From an optimization exercise on the open Yosys and OpenROAD flow, aimed at a short achievable clock period; shortcuts taken in it are not production practice.
Only simulation tests tie the RTL to the original design; equivalence was not proved.
No driver is modelled on the clock port, so clock power and skew are understated where the tree is cut down; a real chip needs a root buffer or a tree.
Power and IR drop assume default switching activity.

## build 42
// EF_PSRAM_CTRL_ahbl
module EF_PSRAM_CTRL_ahbl (
    input   wire            HCLK,
    input   wire            HRESETn,
    input   wire            HSEL,
    input   wire [31:0]     HADDR,
    input   wire [31:0]     HWDATA,
    input   wire [1:0]      HTRANS,
    input   wire [2:0]      HSIZE,
    input   wire            HWRITE,
    input   wire            HREADY,
    output  wire            HREADYOUT,
    output  wire [31:0]     HRDATA,
    output  wire            sck,
    output  wire            ce_n,
    input   wire [3:0]      din,
    output  wire [3:0]      dout,
    output  wire [3:0]      douten
);
Size: roughly 100 flip-flops, roughly 120 I/O pins, ~4000 µm² of cells after synthesis.
Settings: LEC_CHECK=0, CAP_MARGIN=20, CORE_MARGIN=2, CORE_UTILIZATION=45, SETUP_SLACK_MARGIN=2.4, SLEW_MARGIN=20; clock period 3.5 ns.
standard.sh (not shown) runs the stock make flow with config.mk's settings and CLKGATE_MAP_FILE= SYNTH_SCRIPT=/design/flow/synth_recipe.tcl, a recipe that flattens the netlist after the stock synthesis.
==> flow/flow/run.sh <==
#!/bin/bash
# Standard ORFS flow, except that after CTS the clock tree is rebuilt as a
# single level: the clock port drives NCLK buf_16 cells, each of which
# drives one balanced cluster of flip-flops (see post_cts.tcl).
set -euo pipefail
here=$(pwd)
export POST_CTS_TCL=$here/flow/post_cts.tcl
export FLOW_NCLK=${FLOW_NCLK:-4}
export FLOW_CLKBUF=${FLOW_CLKBUF:-sky130_fd_sc_hd__buf_16}
bash standard.sh finish > $here/standard_make.log 2>&1
==> flow/flow/post_cts.tcl <==
# Rebuild the clock tree made by CTS as one level of FLOW_CLKBUF cells, each
# driving an equal share of the flip-flops, grouped by location.
set block [ord::get_db_block]
set db [ord::get_db]
set nclk $::env(FLOW_NCLK)
set buf_master [$db findMaster $::env(FLOW_CLKBUF)]
set clk_port_net [$block findNet HCLK]

# Pull each output's driving chain (port buffer, an inverter if any, and the
# flip-flop) next to its pin, so the register-to-pin wires are short.
proc driver_inst {net} {
  if {$net eq "NULL"} { return "" }
  foreach it [$net getITerms] {
    if {[$it isOutputSignal]} { return [$it getInst] }
  }
  return ""
}
proc sink_count {net} {
  set n 0
  foreach it [$net getITerms] { if {[$it isInputSignal]} { incr n } }
  return [expr {$n + [llength [$net getBTerms]]}]
}
set core [$block getCoreArea]
set site_h 2720
foreach bt [$block getBTerms] {
  if {[$bt getIoType] ne "OUTPUT"} { continue }
  set pb [$bt getBBox]
  set px [expr {([$pb xMin] + [$pb xMax]) / 2}]
  set py [expr {([$pb yMin] + [$pb yMax]) / 2}]
  set tx [expr {min(max($px, [$core xMin] + 2000), [$core xMax] - 6000)}]
  set ty [expr {min(max($py, [$core yMin] + 2000), [$core yMax] - 4000)}]
  set inst [driver_inst [$bt getNet]]
  set chain {}
  while {$inst ne ""} {
    set m [$inst getMaster]
    lappend chain $inst
    if {[$m isSequential]} { break }
    # follow the single data input of a buffer or inverter
    set ins {}
    foreach it [$inst getITerms] { if {[$it isInputSignal]} { lappend ins $it } }
    if {[llength $ins] != 1} { set chain {}; break }
    set innet [[lindex $ins 0] getNet]
    if {$innet eq "NULL" || [sink_count $innet] > 4} { break }
    set inst [driver_inst $innet]
  }
  foreach inst $chain {
    if {[$inst getPlacementStatus] eq "FIRM" || [$inst isFixed]} { continue }
    $inst setLocation $tx $ty
  }
  puts "output [$bt getName]: moved [llength $chain] cells to $tx $ty"
}
detailed_placement

# flip-flop clock pins reached through the CTS tree
set sinks {}
foreach inst [$block getInsts] {
  set m [$inst getMaster]
  if {[$m isSequential]} {
    foreach it [$inst getITerms] {
      if {[[$it getMTerm] getName] eq "CLK"} { lappend sinks $it }
    }
  }
}
# remove the CTS buffers, load cells and their nets
foreach inst [$block getInsts] {
  set n [$inst getName]
  if {[string match clkbuf_*HCLK* $n] || [string match clkload* $n]} {
    odb::dbInst_destroy $inst
  }
}
foreach net [$block getNets] {
  if {[string match clknet_* [$net getName]]} { odb::dbNet_destroy $net }
}

# split sinks into nclk groups of equal size: first by x, then by y
proc xy {it} {
  set inst [$it getInst]
  set b [$inst getBBox]
  return [list [expr {([$b xMin] + [$b xMax]) / 2}] [expr {([$b yMin] + [$b yMax]) / 2}]]
}
proc split_groups {items n axis} {
  if {$n <= 1} { return [list $items] }
  set keyed {}
  foreach it $items { lappend keyed [list [lindex [xy $it] $axis] $it] }
  set keyed [lsort -integer -index 0 $keyed]
  set n1 [expr {$n / 2}]
  set k [expr {round(double([llength $keyed]) * $n1 / $n)}]
  set a {}; set b {}
  set i 0
  foreach p $keyed {
    if {$i < $k} { lappend a [lindex $p 1] } else { lappend b [lindex $p 1] }
    incr i
  }
  set nx [expr {1 - $axis}]
  return [concat [split_groups $a $n1 $nx] [split_groups $b [expr {$n - $n1}] $nx]]
}
set groups [split_groups $sinks $nclk 0]

# refine: balanced k-means (Manhattan), each group at most ceil(n / nclk) sinks
proc median {l} {
  set l [lsort -integer $l]
  return [lindex $l [expr {[llength $l] / 2}]]
}
proc centers {groups} {
  set cs {}
  foreach grp $groups {
    set xs {}; set ys {}
    foreach it $grp { lassign [xy $it] x y; lappend xs $x; lappend ys $y }
    lappend cs [list [median $xs] [median $ys]]
  }
  return $cs
}
proc wirelen {groups} {
  set tot 0
  foreach grp $groups c [centers $groups] {
    lassign $c cx cy
    foreach it $grp { lassign [xy $it] x y; incr tot [expr {abs($x - $cx) + abs($y - $cy)}] }
  }
  return $tot
}
set cap [expr {int(ceil(double([llength $sinks]) / $nclk))}]
puts "clock clustering: initial spread [wirelen $groups]"
for {set iter 0} {$iter < 20} {incr iter} {
  set cs [centers $groups]
  set pairs {}
  foreach it $sinks {
    lassign [xy $it] x y
    set k 0
    foreach c $cs {
      lassign $c cx cy
      lappend pairs [list [expr {abs($x - $cx) + abs($y - $cy)}] $k $it]
      incr k
    }
  }
  set pairs [lsort -integer -index 0 $pairs]
  array unset taken
  set new {}
  for {set k 0} {$k < [llength $cs]} {incr k} { lappend new {}; set cnt($k) 0 }
  foreach p $pairs {
    lassign $p d k it
    if {[info exists taken($it)] || $cnt($k) >= $cap} { continue }
    set taken($it) 1
    incr cnt($k)
    lset new $k [concat [lindex $new $k] [list $it]]
  }
  if {[wirelen $new] >= [wirelen $groups]} { break }
  set groups $new
}
puts "clock clustering: final spread [wirelen $groups] after $iter rounds"

set g 0
foreach grp $groups {
  set xs {}; set ys {}
  foreach it $grp { lassign [xy $it] x y; lappend xs $x; lappend ys $y }
  set cx [median $xs]
  set cy [median $ys]
  set net [odb::dbNet_create $block clknet_lvl1_$g]
  $net setSigType CLOCK
  set inst [odb::dbInst_create $block $buf_master clkbuf_lvl1_$g]
  $inst setLocation $cx $cy
  $inst setPlacementStatus PLACED
  [$inst findITerm A] connect $clk_port_net
  [$inst findITerm X] connect $net
  foreach it $grp { $it disconnect; $it connect $net }
  puts "clock group $g: [llength $grp] sinks, buffer at $cx $cy"
  incr g
}
$clk_port_net setSigType CLOCK

# port buffers: plain buffers, not delay cells
proc port_buffer_swap {} {
  set block [ord::get_db_block]
  set db [ord::get_db]
  foreach bt [$block getBTerms] {
    set name [$bt getName]
    if {$name eq "HCLK"} { continue }
    set net [$bt getNet]
    if {$net eq "NULL"} { continue }
    set io [$bt getIoType]
    foreach it [$net getITerms] {
      set inst [$it getInst]
      set m [[$inst getMaster] getName]
      if {![regexp {__(buf|clkbuf|dlygate|clkdlybuf|dlymetal|dlybuf)} $m]} { continue }
      if {$io eq "INPUT" && [$it isInputSignal]} {
        set want sky130_fd_sc_hd__buf_4
      } elseif {$io eq "OUTPUT" && [$it isOutputSignal]} {
        set want sky130_fd_sc_hd__buf_6
      } else { continue }
      if {$m ne $want} {
        puts "port $name: [$inst getName] $m -> $want"
        replace_cell [$inst getName] $want
      }
    }
  }
}
port_buffer_swap
detailed_placement
estimate_parasitics -placement
repair_timing_helper
detailed_placement
check_placement -verbose
estimate_parasitics -placement
report_clock_skew
report_worst_slack -max
Build 42: PASS, flow complete, no timing, DRC or antenna violations
> inputs changed (build 42 -> build 41)
- swapping 2.4 for 2.2 in SETUP_SLACK_MARGIN
diff --git a/flow/flow/run.sh b/flow/flow/run.sh
--- a/flow/flow/run.sh
+++ b/flow/flow/run.sh
@@ -3 +3 @@
-# single level: the clock port drives NCLK buf_16 cells, each of which
+# single level: the clock port drives NCLK clkbuf_16 cells, each of which
@@ -9 +8,0 @@
-export FLOW_CLKBUF=${FLOW_CLKBUF:-sky130_fd_sc_hd__buf_16}
diff --git a/flow/flow/post_cts.tcl b/flow/flow/post_cts.tcl
--- a/flow/flow/post_cts.tcl
+++ b/flow/flow/post_cts.tcl
@@ -1 +1 @@
-# Rebuild the clock tree made by CTS as one level of FLOW_CLKBUF cells, each
+# Rebuild the clock tree made by CTS as one level of clkbuf_16 cells, each
@@ -6 +6 @@
-set buf_master [$db findMaster $::env(FLOW_CLKBUF)]
+set buf_master [$db findMaster sky130_fd_sc_hd__clkbuf_16]
### Flow results
On portion of the clock cycle consumed by the worst path in the final layout: between build 41 and build 42, it ends up lower for build 42. Re number of ports placed on the die boundary: no difference whatsoever between build 42 and build 41. Re count of pins over their slew limit: no difference whatsoever between build 41 and build 42. Build 42 → build 41: post-synthesis to final-layout area growth moved down, final routed wire length divided by cell count now sits lower. Comparing build 41 and build 42, combinational power share is higher on build 42. In the tables for build 41 and build 42, design internal power reads lower with build 41. On overall via count from detail_route, the higher figure sits with build 42, not build 41. Compared to build 42, build 41 has portion of total power attributed to the clock network 1.7 points higher. Summary — number of multi-input combinational cells in the layout, build 41 relative to build 42: lower, by about 0.6%.
Edits applied to the flow inputs when going from build 41 to build 94:
- CORE_UTILIZATION: 45 -> 40
diff --git a/flow/flow/run.sh b/flow/flow/run.sh
--- a/flow/flow/run.sh
+++ b/flow/flow/run.sh
@@ -3 +3 @@
-# single level: the clock port drives NCLK clkbuf_16 cells, each of which
+# single level: the clock port drives NCLK buf_16 cells, each of which
@@ -8,0 +9 @@
+export FLOW_CLKBUF=${FLOW_CLKBUF:-sky130_fd_sc_hd__buf_16}
diff --git a/flow/flow/post_cts.tcl b/flow/flow/post_cts.tcl
--- a/flow/flow/post_cts.tcl
+++ b/flow/flow/post_cts.tcl
@@ -1 +1 @@
-# Rebuild the clock tree made by CTS as one level of clkbuf_16 cells, each
+# Rebuild the clock tree made by CTS as one level of FLOW_CLKBUF cells, each
@@ -6 +6 @@
-set buf_master [$db findMaster sky130_fd_sc_hd__clkbuf_16]
+set buf_master [$db findMaster $::env(FLOW_CLKBUF)]
Results
Compared with build 41, in build 94 arrival time of the worst setup path held steady; summed area of non-filler cells in the final layout grew by about 1.9%; share of power burned in registers shrank by 2.4 points.
In build 94, the average vias per placed instance came out about 2.7% below the value in build 41.
Summary of build 94 over build 41: met2 demand-to-capacity share in global routing -2.8 points, worst-case vdd ir drop -about 20%.
In every run of this note, the design's own scripts or RTL, not TritonCTS, make the clock network.

[afterwards: timing with drivers on the ports]
The flow's constraints put no driver on any port. The routed layouts listed below were extracted and timed again, unchanged, in two steps.
Step 1 (the two cells are an assumption about what drives the block):
set clk [get_ports {HCLK}]
set_driving_cell -lib_cell sky130_fd_sc_hd__clkbuf_16 $clk
set_driving_cell -lib_cell sky130_fd_sc_hd__buf_2 [delete_from_list [all_inputs] $clk]
Step 2 times the ports against the registers' clock, not the clock port: input delays grow and output delays shrink by t, the midpoint of the rising clock arrivals with the driver on.
a / b / c = ideal / step 1 / step 2; a / b = the first two.
run | t, ns | setup slack, ns | worst setup path after step 2
build 42 | 0.231 | 2.092 / 1.988 / 2.112 | input to register
build 41 | 0.230 | 2.074 / 1.998 / 2.063 | input to register
build 94 | 0.233 | 2.077 / 1.973 / 2.039 | input to register
After both steps setup and hold are still met in every run listed. The setup slack of build 94, which loses most, moves by -0.104 ns with the drivers and by -0.038 ns with both steps.
